This design comes from an exercise in tuning for small area on the open sky130 flow, not from production work.
In this exercise RTL edits were held to simulation tests only and were not proved equivalent to the original.
No activity file was given, so power comes from the tool's default toggle rates.

## run A
// Tetris
module Tetris(
    input wire        Clk_In,
    input wire        Rotate,
    input wire        Left,
    input wire        Right,
    input wire        Down,
    input wire        Pause,
    input wire        Rst,
    output wire [7:0] RGB,
    output wire       Hsync,
    output wire       Vsync
    );
wire Clk = Clk_In;
function [15:0] shape;
    input [2:0] t;
    input [1:0] r;
    begin
        case ({t, r})
            5'b00100, 5'b00110: shape = 16'h1111;
            5'b00101, 5'b00111: shape = 16'h000f;
            5'b01000, 5'b01001, 5'b01010, 5'b01011: shape = 16'h0033;
            5'b01100: shape = 16'h0072;
            5'b01101: shape = 16'h0131;
            5'b01110: shape = 16'h0027;
            5'b01111: shape = 16'h0232;
            5'b10000, 5'b10010: shape = 16'h0036;
            5'b10001, 5'b10011: shape = 16'h0231;
            5'b10100, 5'b10110: shape = 16'h0063;
            5'b10101, 5'b10111: shape = 16'h0132;
            5'b11000: shape = 16'h0322;
            5'b11001: shape = 16'h0071;
            5'b11010: shape = 16'h0113;
            5'b11011: shape = 16'h0047;
            5'b11100: shape = 16'h0311;
            5'b11101: shape = 16'h0017;
            5'b11110: shape = 16'h0223;
            5'b11111: shape = 16'h0074;
            default:  shape = 16'h0000;
        endcase
    end
endfunction
reg  [7:0] dcnt;
reg  [3:0] bd;
reg  [3:0] be;
wire       samp = (dcnt == 8'd130);
wire [3:0] raw  = {Rotate, Left, Right, Down};
always @(posedge Clk) begin
    if (Rst) begin
        dcnt <= 8'd0;
        bd   <= 4'd0;
        be   <= 4'd0;
    end
    else begin
        dcnt <= samp ? 8'd0 : dcnt + 8'd1;
        be   <= samp ? (raw & ~bd) : 4'd0;
        if (samp)
            bd <= raw;
  ...
For scale: ~3,700 cells after synthesis, ~330 flip-flops.
Settings: LEC_CHECK=0, ABC_AREA=1, CAP_MARGIN=20, CELL_PAD_IN_SITES_DETAIL_PLACEMENT=1, CELL_PAD_IN_SITES_GLOBAL_PLACEMENT=2, CORE_MARGIN=2, CORE_UTILIZATION=28, CTS_BUF_LIST=sky130_fd_sc_hd__clkbuf_8, CTS_CLUSTER_DIAMETER=50, CTS_CLUSTER_SIZE=16, GPL_TIMING_DRIVEN=0, PLACE_DENSITY=0.55, SLEW_MARGIN=20, SYNTH_MEMORY_MAX_BITS=65536; clock period 20.0 ns.
standard.sh (not shown) runs the stock make flow with config.mk's settings and CLKGATE_MAP_FILE= SYNTH_SCRIPT=/design/flow/synth_recipe.tcl, a recipe that flattens the netlist after the stock synthesis.
==> flow/flow/run.sh <==
#!/bin/bash
# Own layout flow: the standard flow (standard.sh) with one change.  The
# ABC script that maps the synthesised logic to standard cells is replaced by
# an area-oriented one (flow/abc_area.script).  Everything else (synthesis
# passes, register names and cells, floorplan, power grid, placement, CTS,
# routing) is the standard flow's.  The make output goes to flow_make.log;
# ORFS keeps each step's log under orfs/logs/.
set -euo pipefail
W=$(pwd)
cat > "$W/own_synth.tcl" <<TCL
# The standard flow's synthesis script (synth_recipe.tcl), with ABC's -script replaced
proc abc {args} {
  set i [lsearch -exact \$args -script]
  if {\$i >= 0} { lset args [expr {\$i + 1}] {$W/flow/abc_area.script} }
  yosys abc {*}\$args
}
source {$W/synth_recipe.tcl}
TCL
sed "s#SYNTH_SCRIPT=[^ ]*#SYNTH_SCRIPT=$W/own_synth.tcl#" "$W/standard.sh" > "$W/own_standard.sh"
grep -q "SYNTH_SCRIPT=$W/own_synth.tcl" "$W/own_standard.sh"
bash "$W/own_standard.sh" > "$W/flow_make.log" 2>&1
==> flow/flow/abc_area.script <==
strash
dc2
balance
rewrite
refactor
balance
rewrite
rewrite -z
balance
refactor -z
rewrite -z
balance
dc2
amap
topo
[inputs] run B vs run A
- CTS_CLUSTER_SIZE: 16 -> 20
- PLACE_DENSITY: 0.55 -> 0.45
- CORE_UTILIZATION: 28 -> 30
- CTS_CLUSTER_DIAMETER: 50 -> 60
==> flow/run.sh (new file) <==
#!/bin/bash
# synth_recipe.tcl (not shown) runs the flow's synth.tcl, then flattens the netlist and writes it again
# the make line also repeats each setting of config.mk as NAME=value (left out here)
make -C /OpenROAD-flow-scripts/flow DESIGN_CONFIG=/design/flow/config.mk WORK_HOME=/design/flow/orfs CLKGATE_MAP_FILE= SYNTH_SCRIPT=/design/flow/synth_recipe.tcl finish
removed: flow/flow/run.sh
removed: flow/flow/abc_area.script
removed: flow/standard.sh
Results
The final report for run B shows a completed flow and a layout that fails verification, specifically capacitance limit, slew limit. Side by side, simple logic cell fraction of the synthesized area turned out higher in run B than in run A. Reported for run B and run A, count of flip-flops and latches turned out identical to the last digit. Setup WNS run A -> run B: better. Of run B and run A, the run reporting the lower sequential share of layout area was run B. Summary — synthesized cell count, run B relative to run A: higher, by 58%. Run B against run A: number of cells in the finished layout apart from fillers increased 45%; via count went up by about 27%; total power +0.49%.

MS:
Another version of the RTL of Tetris (not shown whole).
Size in the first run: ~330 flip-flops, roughly 17 I/O pins, about 24000 sq um of cells after synthesis.
clock: 20.0 ns
lec_check: 0
abc_area: 1
cap_margin: 20
cell_pad_in_sites_detail_placement: 1
cell_pad_in_sites_global_placement: 1
core_margin: 2
core_utilization: 28
gpl_timing_driven: 0
place_density: 0.55
slew_margin: 20
synth_memory_max_bits: 65536
==> flow/flow/run.sh <==
#!/bin/bash
# Own layout flow: the standard flow (standard.sh) with four changes.
#  1. The ABC script that maps the synthesised logic to standard cells is an
#     area-oriented one (flow/abc_area.script) instead of ORFS's, and does not
#     use the weakest (_0) cells.
#  2. Clock tree synthesis builds fewer, larger sink clusters and inserts no
#     dummy loads (CTS_ARGS below).
#  3. The port buffers are buf_2 cells (BUFFER_PORTS_ARGS below).
#  4. Synthesis does not map adders to half/full-adder cells
#     (ADDER_MAP_FILE empty), so ABC optimises that logic with the rest.
# Everything else (synthesis passes, register names and cells, floorplan,
# power grid, placement, routing) is the standard flow's.  The make output
# goes to flow_make.log; ORFS keeps each step's log under orfs/logs/.
set -euo pipefail
W=$(pwd)
cat > "$W/own_synth.tcl" <<TCL
# The standard flow's synthesis script (synth_recipe.tcl), with ABC's -script replaced
proc abc {args} {
  set i [lsearch -exact \$args -script]
  if {\$i >= 0} { lset args [expr {\$i + 1}] {$W/flow/abc_area.script} }
  foreach c {a2111oi_0 a21boi_0 and2_0 o21ai_0 o311ai_0 or2_0} {
    lappend args -dont_use sky130_fd_sc_hd__\$c
  }
  yosys abc {*}\$args
}
source {$W/synth_recipe.tcl}
TCL
sed "s#SYNTH_SCRIPT=[^ ]*#SYNTH_SCRIPT=$W/own_synth.tcl#" "$W/standard.sh" > "$W/own_standard.sh"
grep -q "SYNTH_SCRIPT=$W/own_synth.tcl" "$W/own_standard.sh"
CTS="-sink_clustering_enable -repair_clock_nets -sink_clustering_size 20"
CTS="$CTS -sink_clustering_max_diameter 60 -buf_list sky130_fd_sc_hd__clkbuf_8"
CTS="$CTS -dont_use_dummy_load"
PORTS="-inputs -outputs -buffer_cell sky130_fd_sc_hd__buf_2"
bash "$W/own_standard.sh" "CTS_ARGS=$CTS" "BUFFER_PORTS_ARGS=$PORTS" ADDER_MAP_FILE= finish \
  > "$W/flow_make.log" 2>&1
==> flow/flow/abc_area.script <==
strash
dc2
balance
rewrite
refactor
balance
rewrite
rewrite -z
balance
refactor -z
rewrite -z
balance
dc2
amap
topo
Inputs modified between MS and JK:
Settings: changing SLEW_MARGIN from 20 to 15; changing CELL_PAD_IN_SITES_GLOBAL_PLACEMENT from 1 to 2; changing CAP_MARGIN from 20 to 15.
--- outcome ---
The flow completed for JK, but it is not clean: the layout still shows capacitance limit. From MS to JK the numbers moved as follows: clock-buffer cell count went down about 7%, overall via count from detail_route went up 667, power consumption went down 2.1%, fraction of standard cell area in multi-input logic went up 0.29 points.

## afterwards: timing with drivers on the ports
No port has a modelled driver above. Below, the same layouts with a new extraction and two added sets of constraints.
Step 1: set_driving_cell puts a clkbuf_16 on Clk_In and a buf_2 on each other input, an assumption about the parent block.
Step 2 times the ports against the registers' clock, not the clock port: input delays grow and output delays shrink by t, the midpoint of the rising clock arrivals with the driver on.
Three values: ideal ports, drivers, drivers and shift; two values: the first two.
run | shift t [ns] | slack for setup (ns) | worst hold slack (ns)
run A | 0.822 | 8.708 / 8.708 / 8.708 | 0.433 / 0.433 / 0.433
run B | 0.853 | 9.307 / 9.228 / 9.339 | 0.433 / 0.433 / 0.433
MS | 0.717 | 7.456 / 7.456 / 7.456 | 0.416 / 0.416 / 0.416
JK | 0.710 | 6.940 / 6.940 / 6.895 | 0.390 / 0.390 / 0.390
The setup slack of JK, which loses most, moves by 0.000 ns with the drivers and by -0.045 ns with both steps.
